This design comes from an exercise in tuning for small area and a short achievable clock period on the open sky130 flow, not from production work. No functional check of the RTL was part of any run shown here. Power is estimated from default activity; no workload was simulated.

$ cat flow/config.mk
export PLATFORM = sky130hd
export DESIGN_NAME = filter
export DESIGN_NICKNAME = filter
export VERILOG_FILES = /design/flow/design.v
export SDC_FILE = /design/flow/constraint.sdc
export NUM_CORES = 4
export LEC_CHECK = 0
export ABC_CLOCK_PERIOD_IN_PS = 3000
export CAP_MARGIN = 20
export CORE_MARGIN = 2
export CORE_UTILIZATION = 75
export PLACE_DENSITY = 0.85
export SLEW_MARGIN = 20
export SYNTH_HIERARCHICAL = 1
$ cat flow/constraint.sdc
create_clock -name core_clock -period 12.5 [get_ports {clock}]
set_input_delay 2.5000 -clock core_clock [delete_from_list [all_inputs] [get_ports {clock}]]
set_output_delay 2.5000 -clock core_clock [all_outputs]
set_load 0.01 [all_outputs]
$ cat flow/design.v
`timescale 1ns / 1ps
module filter(
    clock,
    reset,
    Data_In,
    Data_Out
    );
    input clock,
          reset;
    input  [7:0] Data_In;
    output [16:0] Data_Out;
    reg  [7:0] x1;
    reg  [7:0] x2;
    reg  [7:0] x3;
    reg  [7:0] x4;
    reg  [7:0] x5;
    reg  [7:0] x6;
    reg  [7:0] x7;
    reg  [7:0] x8;
    reg  [7:0] x9;
    reg  [7:0] x10;
    reg  [7:0] x11;
    reg  [7:0] x12;
    reg  [7:0] x13;
    reg  [7:0] x14;
    reg  [7:0] x15;
    reg  [7:0] x16;
    reg  [7:0] x17;
    reg  [7:0] x18;
    reg  [7:0] x19;
    reg  [7:0] x20;
    reg  [7:0] x21;
    reg  [7:0] x22;
    reg  [7:0] x23;
    reg  [7:0] x24;
    reg  [7:0] x25;
    reg  [7:0] x26;
    reg  [7:0] x27;
    reg  [7:0] x28;
    reg  [7:0] x29;
    reg  [7:0] x30;
    reg  [4:0] age;      
    reg  [16:0] S;       
    always @(posedge clock) begin
        x1 <= reset ? 8'd0 : Data_In;
        x2 <= x1;
        x3 <= x2;
        x4 <= x3;
        x5 <= x4;
        x6 <= x5;
        x7 <= x6;
        x8 <= x7;
        x9 <= (reset || age < 5'd8) ? 8'd0 : x8;
        x10 <= reset ? 8'd0 : x9;
        x11 <= reset ? 8'd0 : x10;
        x12 <= reset ? 8'd0 : x11;
        x13 <= reset ? 8'd0 : x12;
        x14 <= reset ? 8'd0 : x13;
        x15 <= reset ? 8'd0 : x14;
        x16 <= reset ? 8'd0 : x15;
        x17 <= reset ? 8'd0 : x16;
        x18 <= reset ? 8'd0 : x17;
        x19 <= reset ? 8'd0 : x18;
        x20 <= reset ? 8'd0 : x19;
        x21 <= x20;
        x22 <= x21;
        x23 <= x22;
        x24 <= x23;
        x25 <= x24;
        x26 <= x25;
        x27 <= x26;
        x28 <= (reset || age < 5'd27) ? 8'd0 : x27;
        x29 <= reset ? 8'd0 : x28;
        x30 <= reset ? 8'd0 : x29;
        if (reset) age <= 5'd0;
        else if (age != 5'd31) age <= age + 5'd1;
    end
    wire s1;
    wire c2;
    wire s4;
    wire c5;
    wire s7;
    wire c8;
    wire s10;
    wire c11;
    wire s13;
    wire c14;
    wire s16;
    wire c17;
    wire s19;
    wire c20;
    wire s22;
    wire c23;
    wire s25;
    wire c26;
    wire s28;
    wire c29;
    wire s31;
    wire c32;
    wire s34;
    wire c35;
    wire s37;
    wire c38;
    wire s40;
    wire c41;
    wire s43;
    wire c44;
    wire s46;
    wire c47;
    wire s49;
    wire c50;
    wire s52;
    wire c53;
    wire s55;
    wire c56;
    wire s58;
    wire c59;
    wire n61;
    wire n62;
    wire n63;
    wire n64;
    wire n65;
    wire s66;
    wire c67;
    wire s69;
    wire c70;
    wire s72;
    wire c73;
    wire s75;
    wire c76;
    wire n78;
    wire n79;
    wire n80;
    wire n81;
    wire n82;
    wire s83;
    wire c84;
    wire s86;
    wire c87;
    wire s89;
    wire c90;
    wire s92;
    wire c93;
    wire s95;
    wire c96;
    wire s98;
    wire c99;
    wire s101;
    wire c102;
    wire s104;
    wire c105;
    wire s107;
    wire c108;
    wire s110;
    wire c111;
    wire s113;
    wire c114;
    wire s116;
    wire c117;
    wire s119;
    wire c120;
    wire s122;
    wire c123;
    wire s125;
    wire c126;
    wire s128;
    wire c129;
    wire s131;
    wire c132;
    wire s134;
    wire c135;
    wire s137;
    wire c138;
    wire s140;
    wire c141;
    wire s143;
    wire c144;
    wire s146;
    wire c147;
    wire s149;
    wire c150;
    wire s152;
    wire c153;
    wire s155;
    wire c156;
    wire s158;
    wire c159;
    wire s161;
    wire c162;
    wire s164;
    wire c165;
    wire s167;
    wire c168;
    wire s170;
    wire c171;
    wire s173;
    wire c174;
    wire s176;
    wire c177;
    wire s179;
    wire c180;
    wire s182;
    wire c183;
    wire s185;
    wire c186;
    wire s188;
    wire c189;
    wire s191;
    wire c192;
    wire s194;
    wire c195;
    wire s197;
    wire c198;
    wire s200;
    wire c201;
    wire s203;
    wire c204;
    wire s206;
    wire c207;
    wire s209;
    wire c210;
    wire s212;
    wire c213;
    wire s215;
    wire c216;
    wire s218;
    wire c219;
    wire s221;
    wire c222;
    wire s224;
    wire c225;
    wire s227;
    wire c228;
    wire s230;
    wire c231;
    wire s233;
    wire c234;
    wire s236;
    wire c237;
    wire s239;
    wire c240;
    wire s242;
    wire c243;
    wire s245;
    wire c246;
    wire s248;
    wire c249;
    wire s251;
    wire c252;
    wire s254;
    wire c255;
    wire s257;
    wire c258;
    wire s260;
    wire c261;
    wire s263;
    wire c264;
    wire s266;
    wire c267;
    wire s269;
    wire c270;
    wire s272;
    wire c273;
    wire s275;
    wire c276;
    wire s278;
    wire c279;
    wire s281;
    wire c282;
    wire s284;
    wire c285;
    wire s287;
    wire c288;
    wire s290;
    wire c291;
    wire s293;
    wire c294;
    wire s296;
    wire c297;
    wire s299;
    wire c300;
    wire s302;
    wire c303;
    wire s305;
    wire c306;
    wire s308;
    wire c309;
    wire s311;
    wire c312;
    wire s314;
    wire c315;
    wire s317;
    wire c318;
    wire s320;
    wire c321;
    wire s323;
    wire c324;
    wire s326;
    wire c327;
    wire s329;
    wire c330;
    wire s332;
    wire c333;
    wire s335;
    wire c336;
    wire s338;
    wire c339;
    wire s341;
    wire c342;
    wire s344;
    wire c345;
    wire s347;
    wire c348;
    wire s350;
    wire c351;
    wire s353;
    wire c354;
    wire s356;
    wire c357;
    wire s359;
    wire c360;
    wire s362;
    wire c363;
    wire s365;
    wire c366;
    wire s368;
    wire c369;
    wire s371;
    wire c372;
    wire s374;
    wire c375;
    wire s377;
    wire c378;
    wire s380;
    wire c381;
    wire s383;
    wire c384;
    wire s386;
    wire c387;
    wire s389;
    wire c390;
    wire s392;
    wire c393;
    wire s395;
    wire c396;
    wire s398;
    wire c399;
    wire s401;
    wire c402;
    wire s404;
    wire c405;
    wire s407;
    wire c408;
    wire s410;
    wire c411;
    wire s413;
    wire c414;
    wire s416;
    wire c417;
    wire s419;
    wire c420;
    wire s422;
    wire c423;
    wire s425;
    wire c426;
    wire s428;
    wire c429;
    wire s431;
    wire c432;
    wire s434;
    wire c435;
    wire s437;
    wire c438;
    wire s440;
    wire c441;
    wire s443;
    wire c444;
    wire s446;
    wire c447;
    wire s449;
    wire c450;
    wire s452;
    wire c453;
    wire s455;
    wire c456;
    wire s458;
    wire c459;
    wire s461;
    wire c462;
    wire s464;
    wire c465;
    wire s467;
    wire c468;
    wire s470;
    wire c471;
    wire s473;
    wire c474;
    wire s476;
    wire c477;
    wire s479;
    wire c480;
    wire s482;
    wire c483;
    wire s485;
    wire c486;
    wire s488;
    wire c489;
    wire s491;
    wire c492;
    wire s494;
    wire c495;
    wire s497;
    wire c498;
    wire s500;
    wire c501;
    wire s503;
    wire c504;
    wire s506;
    wire c507;
    wire s509;
    wire c510;
    wire s512;
    wire c513;
    wire s515;
    wire c516;
    wire s518;
    wire c519;
    wire s521;
    wire c522;
    wire s524;
    wire c525;
    wire s527;
    wire c528;
    wire s530;
    wire c531;
    wire s533;
    wire c534;
    wire s536;
    wire c537;
    wire s539;
    wire c540;
    wire s542;
    wire c543;
    wire s545;
    wire c546;
    wire s548;
    wire c549;
    wire s551;
    wire c552;
    wire s554;
    wire c555;
    wire s557;
    wire c558;
    wire s560;
    wire c561;
    wire s563;
    wire c564;
    wire s566;
    wire c567;
    wire s569;
    wire c570;
    wire s572;
    wire c573;
    wire s575;
    wire c576;
    wire s578;
    wire c579;
    wire s581;
    wire c582;
    wire s584;
    wire c585;
    wire s587;
    wire c588;
    wire s590;
    wire c591;
    wire s593;
    wire c594;
    wire s596;
    wire c597;
    wire s599;
    wire c600;
    wire s602;
    wire c603;
    wire s605;
    wire c606;
    wire s608;
    wire c609;
    wire s611;
    wire c612;
    wire s614;
    wire c615;
    wire s617;
    wire c618;
    wire s620;
    wire c621;
    wire s623;
    wire c624;
    wire s626;
    wire c627;
    wire s629;
    wire c630;
    wire s632;
    wire c633;
    wire s635;
    wire c636;
    wire s638;
    wire c639;
    wire s641;
    wire c642;
    wire s644;
    wire c645;
    wire s647;
    wire c648;
    wire s650;
    wire c651;
    wire s653;
    wire c654;
    wire s656;
    wire c657;
    wire s659;
    wire c660;
    wire s662;
    wire c663;
    wire s665;
    wire c666;
    wire s668;
    wire c669;
    wire s671;
    wire c672;
    wire s674;
    wire c675;
    wire s677;
    wire c678;
    wire s680;
    wire c681;
    wire s683;
    wire c684;
    fir_ha u3 (.a(x10[0]), .b(x19[0]), .s(s1), .co(c2));
    fir_fa u6 (.a(x10[1]), .b(x19[1]), .c(c2), .s(s4), .co(c5));
    fir_fa u9 (.a(x10[2]), .b(x19[2]), .c(c5), .s(s7), .co(c8));
    fir_ha u12 (.a(x10[3]), .b(x19[3]), .s(s10), .co(c11));
    fir_fa u15 (.a(x10[4]), .b(x19[4]), .c(c11), .s(s13), .co(c14));
    fir_fa u18 (.a(x10[5]), .b(x19[5]), .c(c14), .s(s16), .co(c17));
    fir_ha u21 (.a(x10[6]), .b(x19[6]), .s(s19), .co(c20));
    fir_fa u24 (.a(x10[7]), .b(x19[7]), .c(c20), .s(s22), .co(c23));
    fir_ha u27 (.a(x11[0]), .b(x18[0]), .s(s25), .co(c26));
    fir_fa u30 (.a(x11[1]), .b(x18[1]), .c(c26), .s(s28), .co(c29));
    fir_fa u33 (.a(x11[2]), .b(x18[2]), .c(c29), .s(s31), .co(c32));
    fir_ha u36 (.a(x11[3]), .b(x18[3]), .s(s34), .co(c35));
    fir_fa u39 (.a(x11[4]), .b(x18[4]), .c(c35), .s(s37), .co(c38));
    fir_fa u42 (.a(x11[5]), .b(x18[5]), .c(c38), .s(s40), .co(c41));
    fir_ha u45 (.a(x11[6]), .b(x18[6]), .s(s43), .co(c44));
    fir_fa u48 (.a(x11[7]), .b(x18[7]), .c(c44), .s(s46), .co(c47));
    fir_ha u51 (.a(x12[0]), .b(x17[0]), .s(s49), .co(c50));
    fir_fa u54 (.a(x12[1]), .b(x17[1]), .c(c50), .s(s52), .co(c53));
    fir_fa u57 (.a(x12[2]), .b(x17[2]), .c(c53), .s(s55), .co(c56));
    fir_fa u60 (.a(x12[3]), .b(x17[3]), .c(c56), .s(s58), .co(c59));
    assign n61 = ~s49;
    assign n62 = ~s52;
    assign n63 = ~s55;
    assign n64 = ~s58;
    assign n65 = ~c59;
    fir_ha u68 (.a(x12[4]), .b(x17[4]), .s(s66), .co(c67));
    fir_fa u71 (.a(x12[5]), .b(x17[5]), .c(c67), .s(s69), .co(c70));
    fir_fa u74 (.a(x12[6]), .b(x17[6]), .c(c70), .s(s72), .co(c73));
    fir_fa u77 (.a(x12[7]), .b(x17[7]), .c(c73), .s(s75), .co(c76));
    assign n78 = ~s66;
    assign n79 = ~s69;
    assign n80 = ~s72;
    assign n81 = ~s75;
    assign n82 = ~c76;
    fir_ha u85 (.a(x13[0]), .b(x16[0]), .s(s83), .co(c84));
    fir_fa u88 (.a(x13[1]), .b(x16[1]), .c(c84), .s(s86), .co(c87));
    fir_fa u91 (.a(x13[2]), .b(x16[2]), .c(c87), .s(s89), .co(c90));
    fir_fa u94 (.a(x13[3]), .b(x16[3]), .c(c90), .s(s92), .co(c93));
    fir_ha u97 (.a(x13[4]), .b(x16[4]), .s(s95), .co(c96));
    fir_fa u100 (.a(x13[5]), .b(x16[5]), .c(c96), .s(s98), .co(c99));
    fir_fa u103 (.a(x13[6]), .b(x16[6]), .c(c99), .s(s101), .co(c102));
    fir_fa u106 (.a(x13[7]), .b(x16[7]), .c(c102), .s(s104), .co(c105));
    fir_ha u109 (.a(x14[0]), .b(x15[0]), .s(s107), .co(c108));
    fir_fa u112 (.a(x14[1]), .b(x15[1]), .c(c108), .s(s110), .co(c111));
    fir_fa u115 (.a(x14[2]), .b(x15[2]), .c(c111), .s(s113), .co(c114));
    fir_fa u118 (.a(x14[3]), .b(x15[3]), .c(c114), .s(s116), .co(c117));
    fir_ha u121 (.a(x14[4]), .b(x15[4]), .s(s119), .co(c120));
    fir_fa u124 (.a(x14[5]), .b(x15[5]), .c(c120), .s(s122), .co(c123));
    fir_fa u127 (.a(x14[6]), .b(x15[6]), .c(c123), .s(s125), .co(c126));
    fir_fa u130 (.a(x14[7]), .b(x15[7]), .c(c126), .s(s128), .co(c129));
    fir_fa u133 (.a(x1[0]), .b(x28[0]), .c(x30[0]), .s(s131), .co(c132));
    fir_fa u136 (.a(s25), .b(s83), .c(s107), .s(s134), .co(c135));
    fir_fa1 u139 (.a(x1[1]), .b(x28[1]), .s(s137), .co(c138));
    fir_fa u142 (.a(x29[0]), .b(x30[1]), .c(x30[0]), .s(s140), .co(c141));
    fir_fa u145 (.a(n61), .b(c132), .c(s137), .s(s143), .co(c144));
    fir_fa u148 (.a(s140), .b(s28), .c(s86), .s(s146), .co(c147));
    fir_fa u151 (.a(s110), .b(c135), .c(s143), .s(s149), .co(c150));
    fir_fa u154 (.a(s146), .b(s149), .c(Data_In[0]), .s(s152), .co(c153));
    fir_fa u157 (.a(x1[2]), .b(x9[0]), .c(x20[0]), .s(s155), .co(c156));
    fir_fa u160 (.a(x28[2]), .b(x29[1]), .c(x30[2]), .s(s158), .co(c159));
    fir_fa u163 (.a(x30[1]), .b(s1), .c(s25), .s(s161), .co(c162));
    fir_fa u166 (.a(s83), .b(c138), .c(c141), .s(s164), .co(c165));
    fir_fa u169 (.a(s155), .b(s158), .c(s161), .s(s167), .co(c168));
    fir_fa u172 (.a(n62), .b(c144), .c(s164), .s(s170), .co(c171));
    fir_fa u175 (.a(c147), .b(s31), .c(s89), .s(s173), .co(c174));
    fir_fa u178 (.a(s113), .b(s167), .c(c150), .s(s176), .co(c177));
    fir_fa u181 (.a(s170), .b(s173), .c(s176), .s(s179), .co(c180));
    fir_fa u184 (.a(s179), .b(Data_In[1]), .c(c153), .s(s182), .co(c183));
    fir_fa u187 (.a(x1[3]), .b(x9[1]), .c(x20[1]), .s(s185), .co(c186));
    fir_fa u190 (.a(x28[3]), .b(x29[2]), .c(x30[3]), .s(s188), .co(c189));
    fir_fa u193 (.a(x30[2]), .b(s1), .c(s34), .s(s191), .co(c192));
    fir_fa u196 (.a(s107), .b(c156), .c(c159), .s(s194), .co(c195));
    fir_fa u199 (.a(s185), .b(s188), .c(s4), .s(s197), .co(c198));
    fir_fa u202 (.a(s28), .b(s86), .c(c162), .s(s200), .co(c201));
    fir_fa u205 (.a(s191), .b(c165), .c(s194), .s(s203), .co(c204));
    fir_fa u208 (.a(c32), .b(s197), .c(s200), .s(s206), .co(c207));
    fir_fa u211 (.a(c168), .b(n63), .c(c171), .s(s209), .co(c210));
    fir_fa u214 (.a(s203), .b(s92), .c(s116), .s(s212), .co(c213));
    fir_fa u217 (.a(c174), .b(s206), .c(c177), .s(s215), .co(c216));
    fir_fa u220 (.a(s209), .b(s212), .c(c180), .s(s218), .co(c219));
    fir_fa u223 (.a(s215), .b(Data_In[2]), .c(s218), .s(s221), .co(c222));
    fir_fa u226 (.a(x1[4]), .b(x9[2]), .c(x20[2]), .s(s224), .co(c225));
    fir_fa u229 (.a(x28[4]), .b(x29[3]), .c(x30[4]), .s(s227), .co(c228));
    fir_fa u232 (.a(x30[3]), .b(s25), .c(s95), .s(s230), .co(c231));
    fir_fa u235 (.a(s119), .b(c186), .c(c189), .s(s233), .co(c234));
    fir_fa u238 (.a(s224), .b(s227), .c(s4), .s(s236), .co(c237));
    fir_fa u241 (.a(s37), .b(s110), .c(c192), .s(s239), .co(c240));
    fir_fa u244 (.a(s230), .b(c195), .c(s233), .s(s242), .co(c243));
    fir_fa u247 (.a(c198), .b(c201), .c(s7), .s(s245), .co(c246));
    fir_fa u250 (.a(s31), .b(s89), .c(s236), .s(s248), .co(c249));
    fir_fa u253 (.a(s239), .b(c204), .c(s242), .s(s251), .co(c252));
    fir_fa u256 (.a(c93), .b(c117), .c(c207), .s(s254), .co(c255));
    fir_fa u259 (.a(s245), .b(n64), .c(s248), .s(s257), .co(c258));
    fir_fa u262 (.a(c210), .b(s251), .c(c213), .s(s260), .co(c261));
    fir_fa u265 (.a(s254), .b(s257), .c(c216), .s(s263), .co(c264));
    fir_fa u268 (.a(s260), .b(Data_In[3]), .c(c219), .s(s266), .co(c267));
    fir_fa u271 (.a(s263), .b(c222), .c(s266), .s(s269), .co(c270));
    fir_fa1 u274 (.a(x1[5]), .b(x9[3]), .s(s272), .co(c273));
    fir_fa u277 (.a(x20[3]), .b(x28[5]), .c(x29[4]), .s(s275), .co(c276));
    fir_fa u280 (.a(x30[5]), .b(x30[4]), .c(s10), .s(s278), .co(c279));
    fir_fa u283 (.a(s34), .b(s49), .c(s83), .s(s281), .co(c282));
    fir_fa u286 (.a(s107), .b(n78), .c(c225), .s(s284), .co(c285));
    fir_fa u289 (.a(c228), .b(s272), .c(s275), .s(s287), .co(c288));
    fir_fa u292 (.a(s28), .b(s98), .c(s122), .s(s290), .co(c291));
    fir_fa u295 (.a(c231), .b(s278), .c(s281), .s(s293), .co(c294));
    fir_fa u298 (.a(c234), .b(s284), .c(s287), .s(s296), .co(c297));
    fir_fa u301 (.a(c8), .b(c32), .c(c237), .s(s299), .co(c300));
    fir_fa u304 (.a(c240), .b(s7), .c(s40), .s(s302), .co(c303));
    fir_fa u307 (.a(s113), .b(s290), .c(s293), .s(s305), .co(c306));
    fir_fa u310 (.a(c243), .b(s296), .c(s92), .s(s308), .co(c309));
    fir_fa u313 (.a(c246), .b(s299), .c(n65), .s(s311), .co(c312));
    fir_fa u316 (.a(c249), .b(s302), .c(s305), .s(s314), .co(c315));
    fir_fa u319 (.a(c252), .b(c255), .c(s308), .s(s317), .co(c318));
    fir_fa u322 (.a(c258), .b(s311), .c(s314), .s(s320), .co(c321));
    fir_fa u325 (.a(c261), .b(s317), .c(Data_In[4]), .s(s323), .co(c324));
    fir_fa u328 (.a(c264), .b(s320), .c(s323), .s(s326), .co(c327));
    fir_fa u331 (.a(c267), .b(s326), .c(c270), .s(s329), .co(c330));
    fir_fa1 u334 (.a(x1[6]), .b(x9[4]), .s(s332), .co(c333));
    fir_fa u337 (.a(x20[4]), .b(x28[6]), .c(x29[5]), .s(s335), .co(c336));
    fir_fa u340 (.a(x30[6]), .b(x30[5]), .c(s10), .s(s338), .co(c339));
    fir_fa u343 (.a(s43), .b(s95), .c(c273), .s(s341), .co(c342));
    fir_fa u346 (.a(c276), .b(s332), .c(s335), .s(s344), .co(c345));
    fir_fa u349 (.a(s13), .b(s37), .c(s52), .s(s347), .co(c348));
    fir_fa u352 (.a(s86), .b(s110), .c(c279), .s(s350), .co(c351));
    fir_fa u355 (.a(c282), .b(s338), .c(n79), .s(s353), .co(c354));
    fir_fa u358 (.a(c285), .b(c288), .c(s341), .s(s356), .co(c357));
    fir_fa u361 (.a(s344), .b(c8), .c(c41), .s(s359), .co(c360));
    fir_fa u364 (.a(c291), .b(s31), .c(s101), .s(s362), .co(c363));
    fir_fa u367 (.a(s125), .b(s347), .c(s350), .s(s365), .co(c366));
    fir_fa u370 (.a(c294), .b(s353), .c(c297), .s(s368), .co(c369));
    fir_fa u373 (.a(s356), .b(c93), .c(c300), .s(s371), .co(c372));
    fir_fa u376 (.a(s116), .b(s359), .c(c303), .s(s374), .co(c375));
    fir_fa u379 (.a(s362), .b(c306), .c(s365), .s(s377), .co(c378));
    fir_fa u382 (.a(s368), .b(c309), .c(c312), .s(s380), .co(c381));
    fir_fa u385 (.a(s371), .b(s374), .c(c315), .s(s383), .co(c384));
    fir_fa u388 (.a(s377), .b(c318), .c(s380), .s(s386), .co(c387));
    fir_fa u391 (.a(Data_In[5]), .b(c321), .c(s383), .s(s389), .co(c390));
    fir_fa u394 (.a(c324), .b(s386), .c(s389), .s(s392), .co(c393));
    fir_fa u397 (.a(c327), .b(s392), .c(c330), .s(s395), .co(c396));
    fir_fa1 u400 (.a(x1[7]), .b(x9[5]), .s(s398), .co(c399));
    fir_fa u403 (.a(x20[5]), .b(x28[7]), .c(x29[6]), .s(s401), .co(c402));
    fir_fa u406 (.a(x30[7]), .b(x30[6]), .c(s34), .s(s404), .co(c405));
    fir_fa u409 (.a(s119), .b(c333), .c(c336), .s(s407), .co(c408));
    fir_fa u412 (.a(s398), .b(s401), .c(s13), .s(s410), .co(c411));
    fir_fa u415 (.a(s46), .b(s98), .c(c339), .s(s413), .co(c414));
    fir_fa u418 (.a(s404), .b(c342), .c(c345), .s(s416), .co(c417));
    fir_fa u421 (.a(s407), .b(c32), .c(c348), .s(s419), .co(c420));
    fir_fa u424 (.a(c351), .b(s16), .c(s40), .s(s422), .co(c423));
    fir_fa u427 (.a(s55), .b(s89), .c(s113), .s(s425), .co(c426));
    fir_fa u430 (.a(s410), .b(s413), .c(c354), .s(s428), .co(c429));
    fir_fa u433 (.a(n80), .b(c357), .c(s416), .s(s431), .co(c432));
    fir_fa u436 (.a(c117), .b(c360), .c(s104), .s(s434), .co(c435));
    fir_fa u439 (.a(s128), .b(c363), .c(s419), .s(s437), .co(c438));
    fir_fa u442 (.a(c366), .b(s422), .c(s425), .s(s440), .co(c441));
    fir_fa u445 (.a(s428), .b(c369), .c(s431), .s(s443), .co(c444));
    fir_fa u448 (.a(c372), .b(c375), .c(s434), .s(s446), .co(c447));
    fir_fa u451 (.a(c378), .b(s437), .c(s440), .s(s449), .co(c450));
    fir_fa u454 (.a(s443), .b(c381), .c(s446), .s(s452), .co(c453));
    fir_fa u457 (.a(Data_In[6]), .b(c384), .c(s449), .s(s455), .co(c456));
    fir_fa u460 (.a(c387), .b(s452), .c(c390), .s(s458), .co(c459));
    fir_fa u463 (.a(s455), .b(c393), .c(s458), .s(s461), .co(c462));
    fir_fa1 u466 (.a(x9[6]), .b(x20[6]), .s(s464), .co(c465));
    fir_fa u469 (.a(x29[7]), .b(x30[7]), .c(s19), .s(s467), .co(c468));
    fir_fa u472 (.a(s43), .b(c399), .c(c402), .s(s470), .co(c471));
    fir_fa u475 (.a(s464), .b(c47), .c(s37), .s(s473), .co(c474));
    fir_fa u478 (.a(s122), .b(c405), .c(s467), .s(s476), .co(c477));
    fir_fa u481 (.a(c408), .b(s470), .c(c17), .s(s479), .co(c480));
    fir_fa u484 (.a(c41), .b(c411), .c(c414), .s(s482), .co(c483));
    fir_fa u487 (.a(s16), .b(s101), .c(s473), .s(s485), .co(c486));
    fir_fa u490 (.a(s476), .b(c417), .c(c105), .s(s488), .co(c489));
    fir_fa u493 (.a(c129), .b(c420), .c(s58), .s(s491), .co(c492));
    fir_fa u496 (.a(s92), .b(s116), .c(s479), .s(s494), .co(c495));
    fir_fa u499 (.a(c423), .b(c426), .c(s482), .s(s497), .co(c498));
    fir_fa u502 (.a(n81), .b(c429), .c(s485), .s(s500), .co(c501));
    fir_fa u505 (.a(c432), .b(c435), .c(s488), .s(s503), .co(c504));
    fir_fa u508 (.a(c438), .b(c441), .c(s491), .s(s506), .co(c507));
    fir_fa u511 (.a(s494), .b(s497), .c(s500), .s(s509), .co(c510));
    fir_fa u514 (.a(c444), .b(c447), .c(s503), .s(s512), .co(c513));
    fir_fa u517 (.a(c450), .b(s506), .c(Data_In[7]), .s(s515), .co(c516));
    fir_fa u520 (.a(s509), .b(c453), .c(s512), .s(s518), .co(c519));
    fir_fa u523 (.a(c456), .b(s515), .c(s518), .s(s521), .co(c522));
    fir_fa u526 (.a(c459), .b(s521), .c(c462), .s(s524), .co(c525));
    fir_fa1 u529 (.a(x9[7]), .b(x20[7]), .s(s527), .co(c528));
    fir_fa u532 (.a(s19), .b(s66), .c(s95), .s(s530), .co(c531));
    fir_fa u535 (.a(s119), .b(c465), .c(s527), .s(s533), .co(c534));
    fir_fa u538 (.a(s22), .b(s46), .c(c468), .s(s536), .co(c537));
    fir_fa u541 (.a(s530), .b(c471), .c(s533), .s(s539), .co(c540));
    fir_fa u544 (.a(c17), .b(c474), .c(s40), .s(s542), .co(c543));
    fir_fa u547 (.a(s125), .b(s536), .c(c477), .s(s545), .co(c546));
    fir_fa u550 (.a(s539), .b(c59), .c(c93), .s(s548), .co(c549));
    fir_fa u553 (.a(c117), .b(c480), .c(c483), .s(s551), .co(c552));
    fir_fa u556 (.a(s104), .b(n82), .c(c486), .s(s554), .co(c555));
    fir_fa u559 (.a(s542), .b(s545), .c(c489), .s(s557), .co(c558));
    fir_fa u562 (.a(c492), .b(c495), .c(s548), .s(s560), .co(c561));
    fir_fa u565 (.a(c498), .b(s551), .c(c501), .s(s563), .co(c564));
    fir_fa u568 (.a(s554), .b(c504), .c(s557), .s(s566), .co(c567));
    fir_fa u571 (.a(c507), .b(s560), .c(c510), .s(s569), .co(c570));
    fir_fa u574 (.a(s563), .b(c513), .c(s566), .s(s572), .co(c573));
    fir_fa u577 (.a(c516), .b(s569), .c(c519), .s(s575), .co(c576));
    fir_fa u580 (.a(s572), .b(c522), .c(s575), .s(s578), .co(c579));
    fir_fa u583 (.a(s43), .b(c528), .c(c23), .s(s581), .co(c582));
    fir_fa u586 (.a(c47), .b(s22), .c(s69), .s(s584), .co(c585));
    fir_fa u589 (.a(s98), .b(s122), .c(c531), .s(s587), .co(c588));
    fir_fa u592 (.a(c534), .b(c41), .c(c537), .s(s590), .co(c591));
    fir_fa u595 (.a(s581), .b(s584), .c(s587), .s(s593), .co(c594));
    fir_fa u598 (.a(c540), .b(c105), .c(s128), .s(s596), .co(c597));
    fir_fa u601 (.a(c543), .b(s590), .c(c546), .s(s599), .co(c600));
    fir_fa u604 (.a(s593), .b(c549), .c(c552), .s(s602), .co(c603));
    fir_fa u607 (.a(c555), .b(s596), .c(s599), .s(s605), .co(c606));
    fir_fa u610 (.a(c558), .b(c561), .c(s602), .s(s608), .co(c609));
    fir_fa u613 (.a(c564), .b(s605), .c(c567), .s(s611), .co(c612));
    fir_fa u616 (.a(s608), .b(c570), .c(c573), .s(s614), .co(c615));
    fir_fa u619 (.a(s611), .b(s614), .c(c576), .s(s617), .co(c618));
    fir_fa1 u622 (.a(c23), .b(s46), .s(s620), .co(c621));
    fir_fa u625 (.a(c582), .b(c585), .c(c588), .s(s623), .co(c624));
    fir_fa u628 (.a(s72), .b(s101), .c(s125), .s(s626), .co(c627));
    fir_fa u631 (.a(s620), .b(c129), .c(c591), .s(s629), .co(c630));
    fir_fa u634 (.a(s623), .b(c594), .c(s626), .s(s632), .co(c633));
    fir_fa u637 (.a(c597), .b(c600), .c(s629), .s(s635), .co(c636));
    fir_fa u640 (.a(s632), .b(c603), .c(c606), .s(s638), .co(c639));
    fir_fa u643 (.a(s635), .b(c609), .c(s638), .s(s641), .co(c642));
    fir_fa u646 (.a(c612), .b(s641), .c(c615), .s(s644), .co(c645));
    fir_fa1 u649 (.a(c47), .b(c621), .s(s647), .co(c648));
    fir_fa u652 (.a(c624), .b(s75), .c(s104), .s(s650), .co(c651));
    fir_fa u655 (.a(s128), .b(c627), .c(s647), .s(s653), .co(c654));
    fir_fa u658 (.a(c630), .b(c633), .c(s650), .s(s656), .co(c657));
    fir_fa u661 (.a(s653), .b(c636), .c(s656), .s(s659), .co(c660));
    fir_fa u664 (.a(c639), .b(s659), .c(c642), .s(s662), .co(c663));
    fir_fa1 u667 (.a(c76), .b(c105), .s(s665), .co(c666));
    fir_fa u670 (.a(c129), .b(c648), .c(c651), .s(s668), .co(c669));
    fir_fa u673 (.a(s665), .b(c654), .c(c657), .s(s671), .co(c672));
    fir_fa u676 (.a(s668), .b(c660), .c(s671), .s(s674), .co(c675));
    fir_fa1 u679 (.a(c666), .b(c669), .s(s677), .co(c678));
    fir_fa u682 (.a(c672), .b(s677), .c(c675), .s(s680), .co(c681));
    fir_fa1 u685 (.a(c678), .b(c681), .s(s683), .co(c684));
    wire [16:0] rowA = {1'b1, s683, s680, c663, c645, c618, c579, c525, s524, c396, s395, s329, s269, c183, s182, s152, s131};
    wire [16:0] rowB = {c684, 1'b0, 1'b0, s674, s662, s644, s617, s578, 1'b0, s461, 1'b0, 1'b0, 1'b0, s221, 1'b0, 1'b0, s134};
    wire [16:0] S_next = rowA + rowB;
    always @(posedge clock) begin
        if (reset) S <= 17'd0;
        else       S <= S_next;
    end
    wire [9:0] oa, ob, og, op;
    wire [7:1] oe;
    fir_xor2 u_a0 (.a(S[0]), .b(Data_In[0]), .y(oa[0]));
    fir_pg1 u_pg1 (.s1(S[1]), .s0(S[0]), .d1(Data_In[1]), .d0(Data_In[0]), .p(op[1]), .g(og[1]));
    fir_pg u_pg2 (.s1(S[2]), .s0(S[1]), .d2(Data_In[2]), .d1(Data_In[1]), .d0(Data_In[0]), .p(op[2]), .g(og[2]));
    fir_pg u_pg3 (.s1(S[3]), .s0(S[2]), .d2(Data_In[3]), .d1(Data_In[2]), .d0(Data_In[1]), .p(op[3]), .g(og[3]));
    fir_pg u_pg4 (.s1(S[4]), .s0(S[3]), .d2(Data_In[4]), .d1(Data_In[3]), .d0(Data_In[2]), .p(op[4]), .g(og[4]));
    fir_pg u_pg5 (.s1(S[5]), .s0(S[4]), .d2(Data_In[5]), .d1(Data_In[4]), .d0(Data_In[3]), .p(op[5]), .g(og[5]));
    fir_pg u_pg6 (.s1(S[6]), .s0(S[5]), .d2(Data_In[6]), .d1(Data_In[5]), .d0(Data_In[4]), .p(op[6]), .g(og[6]));
    fir_pg u_pg7 (.s1(S[7]), .s0(S[6]), .d2(Data_In[7]), .d1(Data_In[6]), .d0(Data_In[5]), .p(op[7]), .g(og[7]));
    fir_pg8 u_pg8 (.s1(S[8]), .s0(S[7]), .d1(Data_In[7]), .d0(Data_In[6]), .p(op[8]), .g(og[8]));
    fir_pg9 u_pg9 (.s1(S[9]), .s0(S[8]), .d0(Data_In[7]), .p(op[9]), .g(og[9]));
    wire G0_2;
    fir_aoi21 u_G0_2 (.a(og[2]), .b(op[2]), .c(og[1]), .y(G0_2));
    wire G0_4;
    fir_aoi21 u_G0_4 (.a(og[4]), .b(op[4]), .c(og[3]), .y(G0_4));
    wire P0_4;
    fir_nand2 u_P0_4 (.a(op[4]), .b(op[3]), .y(P0_4));
    wire G0_6;
    fir_aoi21 u_G0_6 (.a(og[6]), .b(op[6]), .c(og[5]), .y(G0_6));
    wire P0_6;
    fir_nand2 u_P0_6 (.a(op[6]), .b(op[5]), .y(P0_6));
    wire G0_8;
    fir_aoi21 u_G0_8 (.a(og[8]), .b(op[8]), .c(og[7]), .y(G0_8));
    wire P0_8;
    fir_nand2 u_P0_8 (.a(op[8]), .b(op[7]), .y(P0_8));
    wire n_og3;
    fir_inv u_n_og3 (.a(og[3]), .y(n_og3));
    wire n_op3;
    fir_inv u_n_op3 (.a(op[3]), .y(n_op3));
    wire G1_3;
    fir_oai21 u_G1_3 (.a(n_og3), .b(n_op3), .c(G0_2), .y(G1_3));
    wire G1_4;
    fir_oai21 u_G1_4 (.a(G0_4), .b(P0_4), .c(G0_2), .y(G1_4));
    wire n_og7;
    fir_inv u_n_og7 (.a(og[7]), .y(n_og7));
    wire n_op7;
    fir_inv u_n_op7 (.a(op[7]), .y(n_op7));
    wire G1_7;
    fir_oai21 u_G1_7 (.a(n_og7), .b(n_op7), .c(G0_6), .y(G1_7));
    wire P1_7;
    fir_nor2 u_P1_7 (.a(n_op7), .b(P0_6), .y(P1_7));
    wire G1_8;
    fir_oai21 u_G1_8 (.a(G0_8), .b(P0_8), .c(G0_6), .y(G1_8));
    wire P1_8;
    fir_nor2 u_P1_8 (.a(P0_8), .b(P0_6), .y(P1_8));
    wire G2_5;
    fir_aoi21 u_G2_5 (.a(og[5]), .b(op[5]), .c(G1_4), .y(G2_5));
    wire n_G0_6;
    fir_inv u_n_G0_6 (.a(G0_6), .y(n_G0_6));
    wire n_P0_6;
    fir_inv u_n_P0_6 (.a(P0_6), .y(n_P0_6));
    wire G2_6;
    fir_aoi21 u_G2_6 (.a(n_G0_6), .b(n_P0_6), .c(G1_4), .y(G2_6));
    wire G2_7;
    fir_aoi21 u_G2_7 (.a(G1_7), .b(P1_7), .c(G1_4), .y(G2_7));
    wire G2_8;
    fir_aoi21 u_G2_8 (.a(G1_8), .b(P1_8), .c(G1_4), .y(G2_8));
    wire n_og9;
    fir_inv u_n_og9 (.a(og[9]), .y(n_og9));
    wire n_op9;
    fir_inv u_n_op9 (.a(op[9]), .y(n_op9));
    wire G3_9;
    fir_oai21 u_G3_9 (.a(n_og9), .b(n_op9), .c(G2_8), .y(G3_9));
    assign Data_Out[0] = oa[0];
    assign Data_Out[1] = op[1];
    fir_xor2 u_y2 (.a(op[2]), .b(og[1]), .y(Data_Out[2]));
    fir_xnor2 u_y3 (.a(op[3]), .b(G0_2), .y(Data_Out[3]));
    fir_xor2 u_y4 (.a(op[4]), .b(G1_3), .y(Data_Out[4]));
    fir_xor2 u_y5 (.a(op[5]), .b(G1_4), .y(Data_Out[5]));
    fir_xnor2 u_y6 (.a(op[6]), .b(G2_5), .y(Data_Out[6]));
    fir_xnor2 u_y7 (.a(op[7]), .b(G2_6), .y(Data_Out[7]));
    fir_xnor2 u_y8 (.a(op[8]), .b(G2_7), .y(Data_Out[8]));
    fir_xnor2 u_y9 (.a(op[9]), .b(G2_8), .y(Data_Out[9]));
    wire [6:0] hi_inc = S[16:10] + 7'd1;
    fir_mux2 u_y10 (.a(S[10]), .b(hi_inc[0]), .s(G3_9), .y(Data_Out[10]));
    fir_mux2 u_y11 (.a(S[11]), .b(hi_inc[1]), .s(G3_9), .y(Data_Out[11]));
    fir_mux2 u_y12 (.a(S[12]), .b(hi_inc[2]), .s(G3_9), .y(Data_Out[12]));
    fir_mux2 u_y13 (.a(S[13]), .b(hi_inc[3]), .s(G3_9), .y(Data_Out[13]));
    fir_mux2 u_y14 (.a(S[14]), .b(hi_inc[4]), .s(G3_9), .y(Data_Out[14]));
    fir_mux2 u_y15 (.a(S[15]), .b(hi_inc[5]), .s(G3_9), .y(Data_Out[15]));
    fir_mux2 u_y16 (.a(S[16]), .b(hi_inc[6]), .s(G3_9), .y(Data_Out[16]));
endmodule
module fir_pg(input s1, input s0, input d2, input d1, input d0, output p, output g);
    wire a = s1 ^ d2 ^ d1;
    wire b = (s0 & d1) | (s0 & d0) | (d1 & d0);
    assign p = a ^ b;
    assign g = a & b;
endmodule
module fir_pg1(input s1, input s0, input d1, input d0, output p, output g);
    wire a = s1 ^ d1 ^ d0;
    wire b = s0 & d0;
    assign p = a ^ b;
    assign g = a & b;
endmodule
module fir_pg8(input s1, input s0, input d1, input d0, output p, output g);
    wire a = s1 ^ d1;
    wire b = (s0 & d1) | (s0 & d0) | (d1 & d0);
    assign p = a ^ b;
    assign g = a & b;
endmodule
module fir_pg9(input s1, input s0, input d0, output p, output g);
    wire b = s0 & d0;
    assign p = s1 ^ b;
    assign g = s1 & b;
endmodule
module fir_xor2(input a, input b, output y);
    assign y = a ^ b;
endmodule
module fir_mux2(input a, input b, input s, output y);
    assign y = s ? b : a;
endmodule
module fir_xnor2(input a, input b, output y);
    assign y = ~(a ^ b);
endmodule
module fir_aoi21(input a, input b, input c, output y);
    assign y = ~(a | (b & c));
endmodule
module fir_oai21(input a, input b, input c, output y);
    assign y = ~(a & (b | c));
endmodule
module fir_nand2(input a, input b, output y);
    assign y = ~(a & b);
endmodule
module fir_nor2(input a, input b, output y);
    assign y = ~(a | b);
endmodule
module fir_inv(input a, output y);
    assign y = ~a;
endmodule
module fir_fa1(input a, input b, output s, output co);
    assign s = ~(a ^ b);
    assign co = a | b;
endmodule
module fir_fa(input a, input b, input c, output s, output co);
    assign s = a ^ b ^ c;
    assign co = (a & b) | (a & c) | (b & c);
endmodule
module fir_ha(input a, input b, output s, output co);
    assign s = a ^ b;
    assign co = a & b;
endmodule
$ cat flow/flow/run.sh
#!/bin/bash
# The standard layout (standard.sh) with four changes:
#  - synthesis runs flow/synth.tcl: synth_recipe.tcl, except that adder cells
#    are not extracted inside the output adder's small modules;
#  - the port buffers are sky130_fd_sc_hd__buf_2 cells;
#  - timing repair aims for more setup slack than config.mk may ask for;
#  - clock tree synthesis uses clkbuf_16 clusters of up to 30 sinks and
#    inserts no dummy loads.
# Logs: standard.log here; ORFS's own logs under orfs/logs.
set -euo pipefail
export SETUP_SLACK_MARGIN=5.5
export CTS_ARGS="-sink_clustering_enable -repair_clock_nets -dont_use_dummy_load -sink_clustering_size 30 -sink_clustering_max_diameter 80 -buf_list sky130_fd_sc_hd__clkbuf_16"
export BUFFER_PORTS_ARGS="-buffer_cell sky130_fd_sc_hd__buf_2"
sed "s#SYNTH_SCRIPT=[^ ]*#SYNTH_SCRIPT=$PWD/flow/synth.tcl#" standard.sh > own_standard.sh
grep -q "SYNTH_SCRIPT=$PWD/flow/synth.tcl" own_standard.sh
bash own_standard.sh > standard.log 2>&1
$ cat flow/flow/synth.tcl
# synth_recipe.tcl (the standard synthesis), except that full and half adder
# cells are extracted only in filter, fir_fa and fir_ha: the one-cell modules,
# of the output adder and its fir_pg* modules are left to ABC as they are.
proc synth {args} { yosys synth -nofsm -noshare {*}$args }
proc extract_fa {args} { yosys extract_fa {*}$args filter fir_fa fir_ha }
source $::env(SCRIPTS_DIR)/synth.tcl
# left out here: clear keep_hierarchy, flatten, clean up, hide names made inside functions, write 1_2_yosys.v
$ cat flow/standard.sh
#!/bin/bash
# synth_recipe.tcl (not shown) runs the flow's synth.tcl, then flattens the netlist and writes it again
# the make line also repeats each setting of config.mk as NAME=value (left out here)
make -C /OpenROAD-flow-scripts/flow DESIGN_CONFIG=/design/flow/config.mk WORK_HOME=/design/flow/orfs CLKGATE_MAP_FILE= SYNTH_SCRIPT=/design/flow/synth_recipe.tcl "${@:-finish}"
==> run summary, run 1 <==
synthesized area 12200 um^2; Post-Layout Cell Count 1114; Syn Inst Count 868; P_leak 5.79 nW; CTS tree yes; clock-pin slew on the worst setup and hold paths 0.10 ns; Final Hold Viols 0; Top reg by flops S; Psw 0.457 mW; initial core utilization 76.5%; Die H 131 um; Ys Warns 7; WP data required 10.00 ns; Detailed Route WL 23200 um; ys async rst share 0%; combinational power share 20.8%; Worst Setup End Kind output port; top cell type's share of synthesized area 43.1%; pin count of the biggest net entering global routing 73; WS Path Type input port to output port; Final Cycle Share 55.2%; Mapped Nets 1104; Routed Antenna Nets 0; synthesized flop and latch total 262; Hold WS 0.329 ns; RSZ-0062 raised after global routing no; fmax 0.145 GHz; CTS root buf clkbuf_16; flop2flop setup slack 5.84 ns; R2R depth 15; H-tree depth 1; HP Start x4[5]; commonest cells in the netlist dfxtp_1 (262), fa_1 (202), nor2b_1 (120); Final Wtd Congestion 0.894; Hold WC Path Type flop to flop; DRT iter0 DRCs 338; WP data arrival 4.40 ns; clock network fraction of design power 26.7%; placed cell areas 12500 um^2; Hold Crit Depth 0; CP max FO 9; Pre-antenna DRT Iters 4; switching share of power 27.2%; Placed Instances 1094; max reg flops 17; clock sinks 262; final setup violating endpoints 0; routed vias 6256; Reg2Reg Capture Point S[14]; DRC 0; syn_area_per_cell 14.0 um^2; core area 15900 um^2; outcome timing/DRC/antenna clean; row cnt 46; Vias/cell 5.62; Hold EP x5[5]; detailed placer's ending HPWL 17900 um; PwrDens 129 nW/um^2; top_reg_cell synth dfxtp_1; die area 17200 um^2; PortBufs 26; DIE WIDTH 131 um; global-route wire length before repair 38200 um; Reg power frac 52.5%; initial antenna violation count 0; Worst-Skew Late Latency 0.50 ns; Setup TNS Final 0 ns; top-count cell post-synth dfxtp_1; hold-fix buffers at CTS 0; reg-to-reg startpoint x13[0]; Post-Route Skew 0.0609 ns; final max-slew violation count 0; Worst-Margin Slew 1.06 ns; CP Launch Type input port; ranking of synthesized cells by area dfxtp_1 (43%), fa_1 (33%), nor2b_1 (6.2%); fin area 13000 um^2; vias in the first global route 7370; IO Pins 27; CTS buffer count 14; WL/cell 20.8 um; Yosys top cell by area dfxtp_1; Layout area overhead 6.97%; Cell variety after synth 51; Internal 1.22 mW; final net count 1136; Congestion Overflow GR 0; antenna diode count 0; maximum VDD drop 0.120 mV; Slew headroom 28.5%; share of layout cells above drive strength 1 10.5%; Total Routing Usage GR 29.0%; number of synthesized flops with an enable pin 0; fin crit period 6.90 ns; Max Cap Violations 0; Clock Path Buffers 3; Seq/Total Area, Yosys 43.1%
-- cells by family after synthesis --
logic type,count (synthesis),synth area share [%]
DFF,262,43.1
muxes,14,1.48
and+or+nand+nor,220,10.7
xor gates and xnor gates,52,4.12
buffers and inverters,37,1.20
AOI/OAI and AO/OA,57,3.58
adders and majority gates,226,35.7
-- power groups by stage --
stage / Sequential, mW / Combinational [mW] / Clock [mW]
after floorplan: 0.894 / 0.233 / 0
final: 0.882 / 0.349 / 0.448
after detailed placement: 0.901 / 0.309 / 0
after global routing: 0.886 / 0.379 / 0.478
after global placement: 0.899 / 0.293 / 0
after CTS: 0.882 / 0.324 / 0.450
-- placed cells by master (no fill, tap or decap), drive strengths merged, types with 2 or more instances in the layout --
cell type  synthesis  final
mux2              11     11
o211ai             7      7
fa               202    202
nand4              3      3
nand2b             8      8
mux2i              3      3
nand2              7      7
dfxtp            262    262
nor3               5      5
buf                2     32
nand3b             7      7
inv               20     20
clkbuf            15     15
ha                24     24
nor2              23     23
xor2              13     13
a211oi             2      2
o21ai             23     23
a21oi             11     11
and2              17     17
nor2b            120    120
xnor2             39     39
and3               5      5
a21o               3      3
or2               11     11
nand3              8      8
-- worst max-delay path, stage by stage --
cell and delay [ns]:
buf_2 0.20, nand2b_1 0.16, o21ai_2 0.07, xnor2_2 0.27, nand2_2 0.12, o21ai_4 0.24
a21oi_4 0.10, o21ai_4 0.15, buf_12 0.14, mux2_4 0.30, buf_2 0.14
-- per-layer routing --
metal  part of all wire [%]  track usage [%]
met1                     38             36.7
met2                     54             52.0
met3                    4.1             3.78
met4                    4.1             10.3
met5                      0                0
-- stage by stage --
| step | setup WS [ns] | utilization [%] | total power, mW |
|---|---|---|---|
| 5_1_grt | 5.49 | 81.9 | 1.74 |
| 6_report | 5.60 | 81.9 | 1.68 |
| 4_1_cts | 5.50 | 81.2 | 1.66 |
| 3_5_place_dp | 4.99 | 78.7 | 1.21 |
| 3_3_place_gp | 5.14 | 78.7 | 1.19 |
| 2_1_floorplan | 5.69 | - | 1.13 |
-- area by class of cell --
class,instances,area [um^2]
sequential,262,5250
multi-input combinational,569,6860
inverter,20,75.1
fill,866,2880
tap,216,270
timing repair buffer,33,200
clock buffer,14,350
-- modules after synthesis, one instance, submodules excluded, excerpt --
module | cell area, um^2 | times used
fir_fa | 20.0 | 202
fir_pg | 60.1 | 6
fir_inv | 3.75 | 8
fir_nor2 | 3.75 | 2
fir_fa1 | 15.0 | 11
fir_pg1 | 30.0 | 1
fir_mux2 | 15.0 | 7
fir_pg8 | 46.3 | 1
fir_xor2 | 8.76 | 4
fir_pg9 | 20.0 | 1
fir_oai21 | 5.00 | 5
fir_aoi21 | 8.76 | 8
-- how the worst max path moves through the flow --
stage	startpoint	slack [ns]	end
final	Data_In[2]	5.60	Data_Out[11]
after global routing	Data_In[4]	5.49	Data_Out[12]
after CTS	Data_In[1]	5.50	Data_Out[11]
after detailed placement	Data_In[3]	4.99	Data_Out[11]
after global placement	Data_In[3]	5.14	Data_Out[16]
after floorplan	Data_In[0]	5.69	Data_Out[10]
-- repair_timing --
action	CTS	global route
endpoints found under the hold margin	0	0
gates cloned	0	0
endpoints found under the setup margin	7	9
pin swaps	1	2
gates resized for setup	5	11
buffers inserted	1	5
==> run 2: changes to the inputs <==
--- a/flow/flow/run.sh
+++ b/flow/flow/run.sh
@@ -8,7 +8,7 @@
 #    inserts no dummy loads.
 # Logs: standard.log here; ORFS's own logs under orfs/logs.
 set -euo pipefail
-export SETUP_SLACK_MARGIN=5.5
+export SETUP_SLACK_MARGIN=5.75
 export CTS_ARGS="-sink_clustering_enable -repair_clock_nets -dont_use_dummy_load -sink_clustering_size 30 -sink_clustering_max_diameter 80 -buf_list sky130_fd_sc_hd__clkbuf_16"
 export BUFFER_PORTS_ARGS="-buffer_cell sky130_fd_sc_hd__buf_2"
 sed "s#SYNTH_SCRIPT=[^ ]*#SYNTH_SCRIPT=$PWD/flow/synth.tcl#" standard.sh > own_standard.sh
==> run summary, run 2 <==
RSZ-0062 raised after global routing yes; fin area 13300 um^2; Mapped Nets 1104; Max Cap Violations 0; ys async rst share 0%; most frequent cells in the layout dfxtp_1 (262), fa_1 (199), nor2b_1 (120); Hold EP x3[0]; PwrDens 130 nW/um^2; DIE WIDTH 131 um; Post-Layout Cell Count 1125; DRC 0; Post-Synth Adder-Cell Area 35.7%; Worst Setup End Kind output port; P_leak 5.88 nW; Synth Area in Compound Gates 3.58%; detailed placer's ending HPWL 18000 um; Total Routing Usage GR 29.6%; CP max stage cell mux2_4; initial core utilization 76.5%; Detailed Route WL 24800 um; WL/cell 22.1 um; final max-slew violation count 0; core area 15900 um^2; Final Wtd Congestion 0.878; Top reg by flops S; syn_area_per_cell 14.0 um^2; Tot Pwr 1.73 mW; ranking of synthesized cells by area dfxtp_1 (43%), fa_1 (33%), nor2b_1 (6.2%); combinational power share 23.9%; Final Cycle Share 55.0%; PortBufs 26; top cell type's share of synthesized area 43.1%; Yosys top cell by area dfxtp_1; Synth Area in XOR/XNOR 4.12%; synthesized flop and latch total 262; Vias/cell 5.79; Cell Chain, Critical Path buf_4, nand3b_1, o21ai_2, xnor2_2, nand2_2, nor2_2, a21oi_4, o21ai_4, buf_12, mux2_4, buf_6; DRT iter0 DRCs 449; number of synthesized flops with an enable pin 0; synthesized area 12200 um^2; Hold Crit Depth 0; post-layout util 83.7%; routed vias 6515; clock sinks 262; final setup violating endpoints 0; top_reg_cell synth dfxtp_1; vias in the first global route 7409; R2R depth 15; Routed Antenna Nets 0; WP data arrival 4.37 ns; maximum VDD drop 0.144 mV; fin crit period 6.87 ns; Congestion Overflow GR 0; Hold WC Path Type flop to flop; mux contribution to synthesized area 1.48%; Crit path max-delay family simple AND/OR/NAND/NOR gates; hold-fix buffers at CTS 0; share of layout cells above drive strength 1 12.9%; crit-path max cell delay 0.30 ns; max reg flops 17; CP Launch Type input port; flop2flop setup slack 5.92 ns; HP Start x2[0]; Reg power frac 51.2%; Post-Route Skew 0.0467 ns; outcome timing/DRC/antenna clean; Synth Area in Simple Gates 10.7%; commonest cells in the netlist dfxtp_1 (262), fa_1 (202), nor2b_1 (120); combinational family with the most area after synthesis adder cells; Syn Inst Count 868; Placed Instances 1094; placed cell areas 12500 um^2; WP buf/inv 3; Setup TNS Final 0 ns; global-route wire length before repair 39100 um; pin count of the biggest net entering global routing 76; WS Path Type input port to output port; CTS root buf clkbuf_16; final net count 1147; row cnt 46; switching share of power 28.2%; initial antenna violation count 0; Die H 131 um; Internal 1.24 mW; Ys Warns 7; antenna diode count 0; fillcell total 767; CP max FO 9; H-tree depth 1; Worst-Margin Slew 1.00 ns; fmax 0.146 GHz; Layout area overhead 9.42%; die area 17200 um^2; reg-to-reg startpoint x16[0]; Final Hold Viols 0; CTS buffer count 13; clock network fraction of design power 25.0%; clock-pin slew on the worst setup and hold paths 0.11 ns; Psw 0.488 mW; Slew headroom 32.7%; Worst-Skew Late Latency 0.48 ns; IO Pins 27; Pre-antenna DRT Iters 5; CTS tree yes; Clock Path Buffers 3; Cell variety after synth 51; WP data required 10.00 ns; commonest non-fill, non-tap cell in the layout dfxtp_1; Seq/Total Area, Yosys 43.1%; Reg2Reg Capture Point S[16]; top-count cell post-synth dfxtp_1
run 2: cell type report:
cell class	instances	area (um^2)	share of cell area [%]
Multi-Input combinational cell	569	7010	52.7
Sequential cell	262	5250	39.4
Timing Repair Buffer	45	379	2.85
Clock buffer	13	325	2.45
Tap cell	216	270	2.03
Inverter	20	75.1	0.564
run 2: per-layer routing:
metal / routed length, um / vias up / track usage, %
li1: - / 2843 / -
met5: 0 / - / 0
met4: 915 / 0 / 7.97
met1: 9550 / 3386 / 37.7
met3: 850 / 68 / 4.13
met2: 13500 / 218 / 53.7
run 2: power groups by stage:
stage / Combinational, mW / Sequential (mW) / Clock (mW)
floorplan: 0.234 / 0.894 / 0
global placement: 0.294 / 0.899 / 0
detailed placement: 0.309 / 0.901 / 0
CTS: 0.364 / 0.884 / 0.436
global route: 0.437 / 0.889 / 0.462
finish: 0.413 / 0.885 / 0.432
run 2: worst max-delay path by stage:
stage | cells after the start | from | end | slack [ns]
2_1_floorplan | 8 | Data_In[0] | Data_Out[10] | 5.81
3_3_place_gp | 10 | Data_In[3] | Data_Out[16] | 5.32
3_5_place_dp | 10 | Data_In[3] | Data_Out[12] | 5.17
4_1_cts | 11 | Data_In[2] | Data_Out[12] | 5.74
5_1_grt | 11 | Data_In[4] | Data_Out[10] | 5.58
6_report | 11 | Data_In[4] | Data_Out[12] | 5.63
run 2: logic make-up (layout without fill, tap and decap cells):
logic type                 count (synthesis)  count (layout)
adders and majority gates                226             226
buffers and inverters                     37              78
muxes                                     14              14
xor gates and xnor gates                  52              52
DFF                                      262             262
and+or+nand+nor                          220             220
AOI/OAI and AO/OA                         57              57
run 2: Yosys stat by module, one instance, submodules excluded, a selection:
| module | times used | flip-flops and latches | cells | area, um^2 |
|---|---|---|---|---|
| filter | 1 | 262 | 535 | 7010 |
| fir_ha | 12 | 0 | 1 | 12.5 |
| fir_nand2 | 3 | 0 | 1 | 3.75 |
| fir_nor2 | 2 | 0 | 1 | 3.75 |
| fir_pg | 6 | 0 | 7 | 60.1 |
| fir_pg8 | 1 | 0 | 6 | 46.3 |
| fir_pg9 | 1 | 0 | 3 | 20.0 |
| fir_xor2 | 4 | 0 | 1 | 8.76 |
run 2: repair_timing:
item / CTS / global route
endpoints found under the setup margin: 8 / 10
gates cloned: 0 / 0
setup buffers: 9 / 9
gates resized for setup: 38 / 19
pin swaps: 11 / 6
run 2: metrics by stage:
stage,hold WS (ns),setup WS [ns]
after floorplan,0.310,5.81
after global placement,0.310,5.32
after detailed placement,0.312,5.17
after CTS,0.303,5.74
after global routing,0.305,5.58
final,0.299,5.63
==> run 3: changes to the inputs <==
--- a/flow/flow/run.sh
+++ b/flow/flow/run.sh
@@ -8,7 +8,7 @@
 #    inserts no dummy loads.
 # Logs: standard.log here; ORFS's own logs under orfs/logs.
 set -euo pipefail
-export SETUP_SLACK_MARGIN=5.75
+export SETUP_SLACK_MARGIN=5.95
 export CTS_ARGS="-sink_clustering_enable -repair_clock_nets -dont_use_dummy_load -sink_clustering_size 30 -sink_clustering_max_diameter 80 -buf_list sky130_fd_sc_hd__clkbuf_16"
 export BUFFER_PORTS_ARGS="-buffer_cell sky130_fd_sc_hd__buf_2"
 sed "s#SYNTH_SCRIPT=[^ ]*#SYNTH_SCRIPT=$PWD/flow/synth.tcl#" standard.sh > own_standard.sh
==> run summary, run 3 <==
placed cell areas 12500 um^2; routed vias 6748; clock-pin slew on the worst setup and hold paths 0.10 ns; synthesized flop and latch total 262; top cell type's share of synthesized area 43.1%; Worst Setup End Kind output port; WS Path Type input port to output port; Cell Chain, Critical Path buf_12, nand3b_1, o21ai_4, xnor2_2, a21oi_2, o21ai_4, a21oi_4, o21ai_4, buf_12, mux2_4, buf_6; most frequent cells in the layout dfxtp_1 (259), fa_1 (191), nor2b_1 (120); WP buf/inv 3; Yosys top cell by area dfxtp_1; Final Cycle Share 54.9%; Post-Route Skew 0.0688 ns; Clock Path Buffers 3; CP max stage cell mux2_4; Syn Inst Count 868; Top reg by flops S; commonest cells in the netlist dfxtp_1 (262), fa_1 (202), nor2b_1 (120); Vias/cell 5.93; Synth Area in Compound Gates 3.58%; syn_area_per_cell 14.0 um^2; WP data required 10.00 ns; combinational family with the most area after synthesis adder cells; ys async rst share 0%; Die H 131 um; Internal 1.28 mW; Final Hold Viols 0; combinational power share 25.8%; CTS buffer count 13; WP data arrival 4.36 ns; maximum VDD drop 0.120 mV; ranking of synthesized cells by area dfxtp_1 (43%), fa_1 (33%), nor2b_1 (6.2%); initial core utilization 76.5%; Ys Warns 7; share of layout cells above drive strength 1 16.3%; Total Routing Usage GR 29.6%; post-place setup slack 5.38 ns; pin count of the biggest net entering global routing 79; crit-path max cell delay 0.31 ns; fin crit period 6.86 ns; cell mode on critical path o21ai_4; Routed Antenna Nets 0; CTS tree yes; die area 17200 um^2; PwrDens 132 nW/um^2; Cell variety after synth 51; Synth Area in Simple Gates 10.7%; clock network fraction of design power 24.5%; Crit path max-delay family compound AO/OA/AOI/OAI gates; synthesized area 12200 um^2; final net count 1159; worst setup margin 5.64 ns; RSZ-0062 raised after global routing yes; max reg flops 17; row cnt 46; global-route wire length before repair 39000 um; Post-Synth Adder-Cell Area 35.7%; top_reg_cell synth dfxtp_1; switching share of power 28.5%; core area 15900 um^2; fin area 13500 um^2; Congestion Overflow GR 0; IO Pins 27; Reg power frac 49.7%; Worst-Margin Slew 0.810 ns; number of synthesized flops with an enable pin 0; Placed Instances 1094; CP Launch Point Data_In[1]; CTS root buf clkbuf_16; final max-slew violation count 0; Final Wtd Congestion 0.876; Post-Layout Cell Count 1137; Synth Area in XOR/XNOR 4.12%; reg-to-reg startpoint x15[0]; Detailed Route WL 27300 um; DIE WIDTH 131 um; PortBufs 26; DRT iter0 DRCs 436; Seq/Total Area, Yosys 43.1%; DRC 0; Mapped Nets 1104; mux contribution to synthesized area 1.48%; Worst-Skew Late Latency 0.50 ns; H-tree depth 1; clock sinks 262; Multi-input gate area 7110 um^2; top-count cell post-synth dfxtp_1; HP Start x3[4]; WL/cell 24.0 um; Seq. cell area 5250 um^2; fillcell total 745; Psw 0.509 mW; commonest non-fill, non-tap cell in the layout dfxtp_1; Tot Pwr 1.79 mW; CP Launch Type input port; final setup violating endpoints 0; initial antenna violation count 0; antenna diode count 0; outcome timing/DRC/antenna clean; vias in the first global route 7370; detailed placer's ending HPWL 17500 um; Pre-antenna DRT Iters 5; Layout area overhead 11.4%; CP max FO 9; Setup TNS Final 0 ns; Hold WC Path Type flop to flop; Slew headroom 46.0%; P_leak 5.95 nW; fmax 0.146 GHz; Max Cap Violations 0
==> run 3: cell counts after synthesis <==
Identical to the previous run, type by type.
==> run 3: through the flow <==
step | hold slack [ns] | utilization [%]
final | 0.303 | 85.2
after global routing | 0.312 | 85.2
after CTS | 0.314 | 83.0
after detailed placement | 0.312 | 78.8
after global placement | 0.311 | 78.8
after floorplan | 0.310 | -
==> run 3: worst paths after layout <==
check | slack [ns] | depth (start not counted) | endpoint
worst max-delay path | 5.64 | 11 | Data_Out[11]
worst min-delay path | 0.30 | 0 | x4[4]
worst max register to register | 6.05 | 15 | S[16]
worst min register to register | 0.30 | 0 | x4[4]
==> run 3: routing by layer <==
metal / vias to the layer above / GRT usage [%] / part of all wire [%]
met5: - / 0 / 0
met4: 0 / 10.7 / 5.3
met3: 98 / 3.55 / 4.5
met2: 271 / 53.3 / 54
met1: 3514 / 37.4 / 36
li1: 2865 / - / -
==> run 3: cells by family after synthesis <==
logic type               Yosys count
multiplexers                      14
AND/OR/NAND/NOR                  220
buffers and inverters             37
XOR/XNOR                          52
adder cells (fa/ha/maj)          226
AO/OA/AOI/OAI                     57
flip-flops                       262
==> run 3: what timing repair did <==
action / 4_1_cts / 5_1_grt
pin swaps: 13 / 20
resized for setup: 43 / 48
hold buffers: 0 / 0
setup endpoints to repair: 13 / 15
buffers inserted: 13 / 17
==> run 3: layout make-up <==
class | count | area share (%)
clock buffers | 13 | 2.40
flip-flops and latches | 262 | 38.8
repair buffers | 57 | 3.79
multi-input cells | 569 | 52.5
inverters | 20 | 0.554
well taps | 216 | 2.00
==> run 3: Yosys stat by module (local to each module, per instance), excerpt <==
| module | cell area (um^2) | flip-flops and latches | cells |
|---|---|---|---|
| fir_nand2 | 3.75 | 0 | 1 |
| fir_fa | 20.0 | 0 | 1 |
| fir_xor2 | 8.76 | 0 | 1 |
| fir_pg8 | 46.3 | 0 | 6 |
| fir_aoi21 | 8.76 | 0 | 1 |
| fir_nor2 | 3.75 | 0 | 1 |
| fir_fa1 | 15.0 | 0 | 2 |
| fir_oai21 | 5.00 | 0 | 1 |
| fir_pg1 | 30.0 | 0 | 4 |
| fir_xnor2 | 8.76 | 0 | 1 |
| fir_pg9 | 20.0 | 0 | 3 |
| fir_inv | 3.75 | 0 | 1 |
| fir_ha | 12.5 | 0 | 1 |
| fir_mux2 | 15.0 | 0 | 1 |
| fir_pg | 60.1 | 0 | 7 |
==> run 3: power by group through the flow <==
stage | clock, mW | combinational [mW] | sequential, mW
5_1_grt | 0.468 | 0.485 | 0.891
2_1_floorplan | 0 | 0.238 | 0.894
3_5_place_dp | 0 | 0.312 | 0.901
4_1_cts | 0.436 | 0.376 | 0.884
6_report | 0.437 | 0.461 | 0.888
3_3_place_gp | 0 | 0.298 | 0.899

==> afterwards: timing with drivers on the ports <==
The results above use ideal ports. As a check the final layouts listed here were re-extracted and re-timed, cells and wires unchanged.
Step 1 assumes that a clkbuf_16 drives the clock port and a buf_2 every other input.
Step 2, shift: input delay + t, output delay - t, t = (earliest + latest rising clock arrival at the registers) / 2. This alone moves slack from input paths to output paths.
Slacks: ideal ports / drivers / drivers and shift; pairs: ideal ports / drivers.
| run | t, ns | setup WS [ns] | worst setup path at the end |
|---|---|---|---|
| run 1 | 0.506 | 5.599 / 5.570 / 5.570 | input to output |
| run 2 | 0.504 | 5.630 / 5.602 / 5.602 | input to output |
| run 3 | 0.512 | 5.637 / 5.589 / 5.589 | input to output |
After both steps setup and hold are still met in every run listed. The setup slack of run 3, which loses most, moves by -0.048 ns with the drivers and by -0.048 ns with both steps.
